From an optimization exercise on the open Yosys and OpenROAD flow, aimed at small area; shortcuts taken in it are not production practice.
In this exercise RTL edits were held to simulation tests only and were not proved equivalent to the original.
Power figures rest on the tool's default switching activity, not on a simulated workload.

== job 7976 ==
// cpu
module cpu(
    input clk,
    input rst_n,
    output hlt,
    output [15:0] pc,
    input [15:0] imem_data,
    output [15:0] dmem_addr,
    output [15:0] dmem_wdata,
    output dmem_we,
    output dmem_re,
    input [15:0] dmem_rdata
);
Size in the first run: about 1,500 cells after synthesis, roughly 20,000 um^2 of cells after synthesis.
clock: 9.0 ns
lec_check: 0
cap_margin: 20
core_margin: 2
core_utilization: 60
cts_cluster_diameter: 100
cts_cluster_size: 25
slew_margin: 20
synth_hierarchical: 1
run.sh (not shown) runs the stock make flow with config.mk's settings and CLKGATE_MAP_FILE= SYNTH_SCRIPT=/design/flow/synth_recipe.tcl, a recipe that flattens the netlist after the stock synthesis.
### job 7976 -> job 9128
Settings: a deleted CTS_CLUSTER_DIAMETER that had been 100; a deleted CTS_CLUSTER_SIZE that had been 25.
==> flow/flow/run.sh (new file) <==
#!/bin/bash
# Layout flow: the standard ORFS flow (standard.sh), with the port
# buffers made of the smallest buffer cell and the clock tree built with
# larger sink clusters and without dummy loads.
set -euo pipefail
export BUFFER_PORTS_ARGS="-buffer_cell sky130_fd_sc_hd__buf_1"
export CTS_ARGS="-sink_clustering_enable -repair_clock_nets -sink_clustering_size 25 -sink_clustering_max_diameter 100 -dont_use_dummy_load"
bash standard.sh > orfs_make.log 2>&1
==> flow/standard.sh (new file) <==
#!/bin/bash
# synth_recipe.tcl (not shown) runs the flow's synth.tcl, then flattens the netlist and writes it again
# the make line also repeats each setting of config.mk as NAME=value (left out here)
make -C /OpenROAD-flow-scripts/flow DESIGN_CONFIG=/design/flow/config.mk WORK_HOME=/design/flow/orfs CLKGATE_MAP_FILE= SYNTH_SCRIPT=/design/flow/synth_recipe.tcl "${@:-finish}"
removed: flow/run.sh
==> comparison <==
- [compare] base=job 7976 new=job 9128: clock-cell share of area held steady; cell-internal power shows a reduction of about 2%.
- Final critical path time including I/O delays and setup ended up 0.15 ns lower on job 9128 than on job 7976.
- Wire length is higher on job 7976
- Job 9128 vs. job 7976: placed wire-length estimate saw little to no change; actual slew at the worst max-slew pin saw a decrease; arrival time of the worst setup path saw a decrease.

* * *

## v12
cpu, a different RTL version from the one above (not shown whole).
For scale: roughly 85 I/O pins, about 19000 µm² of cells after synthesis.
clock: 9.0 ns
lec_check: 0
cap_margin: 20
core_margin: 2
core_utilization: 60
slew_margin: 20
synth_hierarchical: 1
standard.sh (not shown) runs the stock make flow with config.mk's settings and CLKGATE_MAP_FILE= SYNTH_SCRIPT=/design/flow/synth_recipe.tcl, a recipe that flattens the netlist after the stock synthesis.
==> flow/flow/run.sh <==
#!/bin/bash
# Layout flow: the standard ORFS flow (standard.sh) in two parts.
#  1. standard synthesis, unchanged;
#  2. every combinational cell that synthesis sized above drive strength 1
#     is set back to drive strength 1 (flow/downsize.tcl); placement and
#     timing repair size cells up again where the layout needs it;
#  3. the rest of the standard flow, with the port buffers made of the
#     smallest buffer cell and the clock tree built with larger sink
#     clusters and without dummy loads.
# Each tool's output goes to a log file of its own in this folder (and ORFS
# keeps its per-step logs under orfs/logs).
set -euo pipefail
export BUFFER_PORTS_ARGS="-buffer_cell sky130_fd_sc_hd__buf_1"
export CTS_ARGS="-sink_clustering_enable -repair_clock_nets -sink_clustering_size 25 -sink_clustering_max_diameter 100 -dont_use_dummy_load"
bash standard.sh synth > synth_make.log 2>&1
RESULTS_DIR="$PWD/orfs/results/$FLOW_PLATFORM/cpu/base" \
    openroad -no_init -exit flow/downsize.tcl > downsize.log 2>&1
bash standard.sh > layout_make.log 2>&1
==> flow/flow/downsize.tcl <==
# Set every combinational cell that synthesis gave a drive strength above 1
# back to drive strength 1; placement and timing repair size up where needed.
read_db $::env(RESULTS_DIR)/1_synth.odb
set db [ord::get_db]
set block [[$db getChip] getBlock]
set n 0
foreach inst [$block getInsts] {
  set name [[$inst getMaster] getName]
  if {![regexp {^(sky130_fd_sc_hd__[a-z0-9]+)_([0-9]+)$} $name -> base drive]} { continue }
  if {$drive == 1} { continue }
  if {[regexp {__(df|edf|sdf|dl|sdl|conb|clk|tap|fill|decap|diode|lpflow)} $base]} { continue }
  set m [$db findMaster ${base}_1]
  if {$m == "NULL"} { continue }
  $inst swapMaster $m
  incr n
}
puts "downsize: $n instances set to drive strength 1"
write_db $::env(RESULTS_DIR)/1_synth.odb
v12 was carried through to the last stage, and its layout satisfied the timing, DRC and antenna checks.
What v8 does differently from v12 at the input level:
==> flow/flow/run.sh <==
#!/bin/bash
# Layout flow: the standard ORFS flow (standard.sh), with the port
# buffers made of the smallest buffer cell and the clock tree built with
# larger sink clusters and without dummy loads.
set -euo pipefail
export BUFFER_PORTS_ARGS="-buffer_cell sky130_fd_sc_hd__buf_1"
export CTS_ARGS="-sink_clustering_enable -repair_clock_nets -sink_clustering_size 25 -sink_clustering_max_diameter 100 -dont_use_dummy_load"
bash standard.sh > orfs_make.log 2>&1
removed: flow/flow/downsize.tcl
Looking at final critical path time including I/O delays and setup across both flows, v8 is the stronger of the two, with v12 trailing.
The core of v8 is less densely filled than that of v12.
NOTE cell-internal power v12->v8 increased slightly
Summary of v8 over v12: combinational group share of total power lost 1.1 points; post-route fraction of the period consumed by the critical path saw a decrease; power of the sequential group barely changed.
Going from v12 to v8, the first-pass detailed-route iteration total was found to have gone up by 4.
| final worst hold slack | v8 vs v12 | 9.2 ps lower |
Wire length for v8: 1400 µm up relative to v12
Re part of the power in registers: v8 is 0.4 points up on v12.
Re largest net degree at the start of global routing: no difference whatsoever between v8 and v12.

-- static timing again, ports no longer ideal --
The flow's constraints put no driver on any port. The routed layouts listed below were extracted and timed again, unchanged, in two steps. Step 1 assumes that a clkbuf_16 drives the clock port and a buf_2 every other input. Step 2 adds t to the input delays and takes it off the output delays; t is the mean of the earliest and latest rising clock arrival at the registers after step 1. Input paths then give back, and output paths get back, about the clock's delay inside the block. Three values: ideal, step 1, step 2; two values: the first two.
run	shift t [ns]	setup WS [ns]	hold slack, ns	pins driven straight from the clock port
job 7976	0.581	1.090 / 1.090 / 1.090	0.345 / 0.345 / 0.345	1
job 9128	0.573	1.242 / 1.242 / 1.242	0.372 / 0.372 / 0.372	1
v12	0.578	1.117 / 1.117 / 1.117	0.365 / 0.365 / 0.365	1
v8	0.562	1.380 / 1.380 / 1.380	0.356 / 0.356 / 0.356	1
After both steps every run listed still meets setup and hold.
